Background: an optimization exercise with open tools, aiming at small area and a short achievable clock period. Do not read the settings as production practice. The RTL was checked by simulation tests, not by an equivalence proof against the original design.

## pine
==> flow/design.v (excerpt) <==
module LSTM(clk, Of, En, Ci, Cip, In, Ui, Uf, Uk, Uo, Wi, Wk, Wf, Wo, Vo, Bi, Bo, Bf, Bk, PrevH, Cout, Hout);
  input clk, En, Cip;
  input [7:0] In, Ci, Ui, Uf, Uk;
  input [7:0] Uo, Wi, Wk, Wf, Wo;
  input [7:0] Vo, Bi, Bo, Bf, Bk;
  input [7:0] PrevH;
  output [7:0] Cout, Hout;
  output Of;
  reg [8:0] u_r;    
  reg [7:0] ft_r;   
  reg [7:0] h_r;    
  wire w1 = ~Bi[0];
  wire w2 = ~Bi[1];
  wire w3 = ~Bi[2];
  wire w4 = ~Bi[3];
  wire w5 = ~Bi[4];
  wire w6 = ~Bi[5];
  wire w7 = ~Bi[6];
  wire w8 = ~Bi[7];
  wire w9 = ~Bk[0];
  wire w10 = ~Bk[1];
  wire w11 = ~Bk[2];
  wire w12 = ~Bk[3];
  wire w13 = ~Bk[4];
  wire w14 = ~Bk[5];
  wire w15 = ~Bk[6];
  wire w16 = ~Bk[7];
  wire w17 = ~Bo[0];
  wire w18 = ~Bo[1];
  wire w19 = ~Bo[2];
  wire w20 = ~Bo[3];
  wire w21 = ~Bo[4];
  wire w22 = ~Bo[5];
  wire w23 = ~Bo[6];
  wire w24 = ~Bo[7];
  wire pp25 = ~(In[0] & Wi[0]);
  wire pp26 = ~(In[0] & Wi[1]);
  wire pp27 = ~(In[0] & Wi[2]);
  wire pp28 = ~(In[0] & Wi[3]);
  wire pp29 = ~(In[0] & Wi[4]);
  wire pp30 = ~(In[0] & Wi[5]);
  wire pp31 = ~(In[0] & Wi[6]);
  wire pp32 = ~(In[0] & Wi[7]);
  wire pp33 = ~(In[1] & Wi[0]);
  wire pp34 = ~(In[1] & Wi[1]);
  wire pp35 = ~(In[1] & Wi[2]);
  wire pp36 = ~(In[1] & Wi[3]);
  wire pp37 = ~(In[1] & Wi[4]);
  wire pp38 = ~(In[1] & Wi[5]);
  wire pp39 = ~(In[1] & Wi[6]);
  wire pp40 = ~(In[1] & Wi[7]);
  wire pp41 = ~(In[2] & Wi[0]);
  wire pp42 = ~(In[2] & Wi[1]);
  wire pp43 = ~(In[2] & Wi[2]);
  wire pp44 = ~(In[2] & Wi[3]);
  wire pp45 = ~(In[2] & Wi[4]);
  wire pp46 = ~(In[2] & Wi[5]);
  wire pp47 = ~(In[2] & Wi[6]);
  wire pp48 = ~(In[2] & Wi[7]);
  wire pp49 = ~(In[3] & Wi[0]);
  wire pp50 = ~(In[3] & Wi[1]);
  wire pp51 = ~(In[3] & Wi[2]);
  wire pp52 = ~(In[3] & Wi[3]);
  wire pp53 = ~(In[3] & Wi[4]);
  wire pp54 = ~(In[3] & Wi[5]);
  wire pp55 = ~(In[3] & Wi[6]);
  wire pp56 = ~(In[3] & Wi[7]);
  wire pp57 = ~(In[4] & Wi[0]);
  wire pp58 = ~(In[4] & Wi[1]);
  wire pp59 = ~(In[4] & Wi[2]);
  wire pp60 = ~(In[4] & Wi[3]);
  wire pp61 = ~(In[4] & Wi[4]);
  wire pp62 = ~(In[4] & Wi[5]);
  ...
For scale: roughly 1400 cells after synthesis, ~150 I/O pins, roughly 0.014 sq mm of cells after synthesis.
export LEC_CHECK = 0
export CAP_MARGIN = 20
export CORE_MARGIN = 2
export CORE_UTILIZATION = 70
export CTS_BUF_LIST = sky130_fd_sc_hd__clkbuf_8
export SLEW_MARGIN = 20
export SYNTH_HIERARCHICAL = 1
create_clock -name core_clock -period 45.0 [get_ports {clk}]
standard.sh (not shown) runs the stock make flow with config.mk's settings and CLKGATE_MAP_FILE= SYNTH_SCRIPT=/design/flow/synth_recipe.tcl, a recipe that flattens the netlist after the stock synthesis.
==> flow/flow/run.sh <==
#!/bin/bash
set -euo pipefail
export BUFFER_PORTS_ARGS="-buffer_cell sky130_fd_sc_hd__buf_1"
bash standard.sh > standard_flow.log 2>&1
[inputs] birch vs pine
# pine
export LEC_CHECK = 0
export CAP_MARGIN = 20
export CORE_MARGIN = 2
export CORE_UTILIZATION = 70
export CTS_BUF_LIST = sky130_fd_sc_hd__clkbuf_8
export SLEW_MARGIN = 20
export SYNTH_HIERARCHICAL = 1
create_clock -name core_clock -period 45.0 [get_ports {clk}]
# birch
export LEC_CHECK = 0
export CAP_MARGIN = 20
export CORE_MARGIN = 2
export CORE_UTILIZATION = 40
export CTS_BUF_LIST = sky130_fd_sc_hd__clkbuf_8
export SLEW_MARGIN = 20
export SYNTH_HIERARCHICAL = 1
create_clock -name core_clock -period 45.0 [get_ports {clk}]
--- a/flow/flow/run.sh
+++ b/flow/flow/run.sh
@@ -3,0 +4 @@
+export RECOVER_POWER=100
[summary]
birch had finished all stages when the layout checks came back failing, citing capacitance limit, slew limit. Relative to pine, the met1 routed wirelength after detailed routing measured on birch has increased by more than 10%. Of pine and birch, the run reporting the lower wire length of the first global-routing pass was pine. Summary of the comparison: met3 global-route usage is lower in birch, relative to pine. birch has less setup slack than pine. On clock network contribution to total cell area, pine and birch are neck and neck. pine and birch ended up with roughly the same non-clock buffer share of cell area. Delta (birch minus pine): non-filler instance count after layout increased 185; final core utilization now smaller; via count shrank by 257. Of the two values seen for worst-path cell with the longest stage delay, sky130_fd_sc_hd__buf_1 was produced by pine and sky130_fd_sc_hd__clkbuf_1 by birch.

-- port drivers added, routing unchanged --
No port has a modelled driver above. Below, the same layouts with a new extraction and two added sets of constraints.
Step 1 (the two cells are an assumption about what drives the block):
set clk [get_ports {clk}]
set_driving_cell -lib_cell sky130_fd_sc_hd__clkbuf_16 $clk
set_driving_cell -lib_cell sky130_fd_sc_hd__buf_2 [delete_from_list [all_inputs] $clk]
Step 2 moves the port delays by t, midway between the first and last clock arrival at a register: inputs arrive t later, outputs are due t later. That takes back most of the time a late clock gives input paths.
Three values: ideal, step 1, step 2; two values: the first two.
run | t (ns) | setup slack, ns | worst setup path after step 2 | clock arrival spread, ns | worst register clock-pin slew, ns
pine | 0.289 | 18.796 / 18.770 / 18.770 | input to output | 0.009 / 0.009 | 0.09 / 0.09
birch | 0.298 | 17.989 / 17.967 / 17.967 | input to output | 0.005 / 0.005 | 0.09 / 0.09
For pine, which loses most, drivers alone change the setup slack by -0.026 ns; drivers and shift together by -0.026 ns.
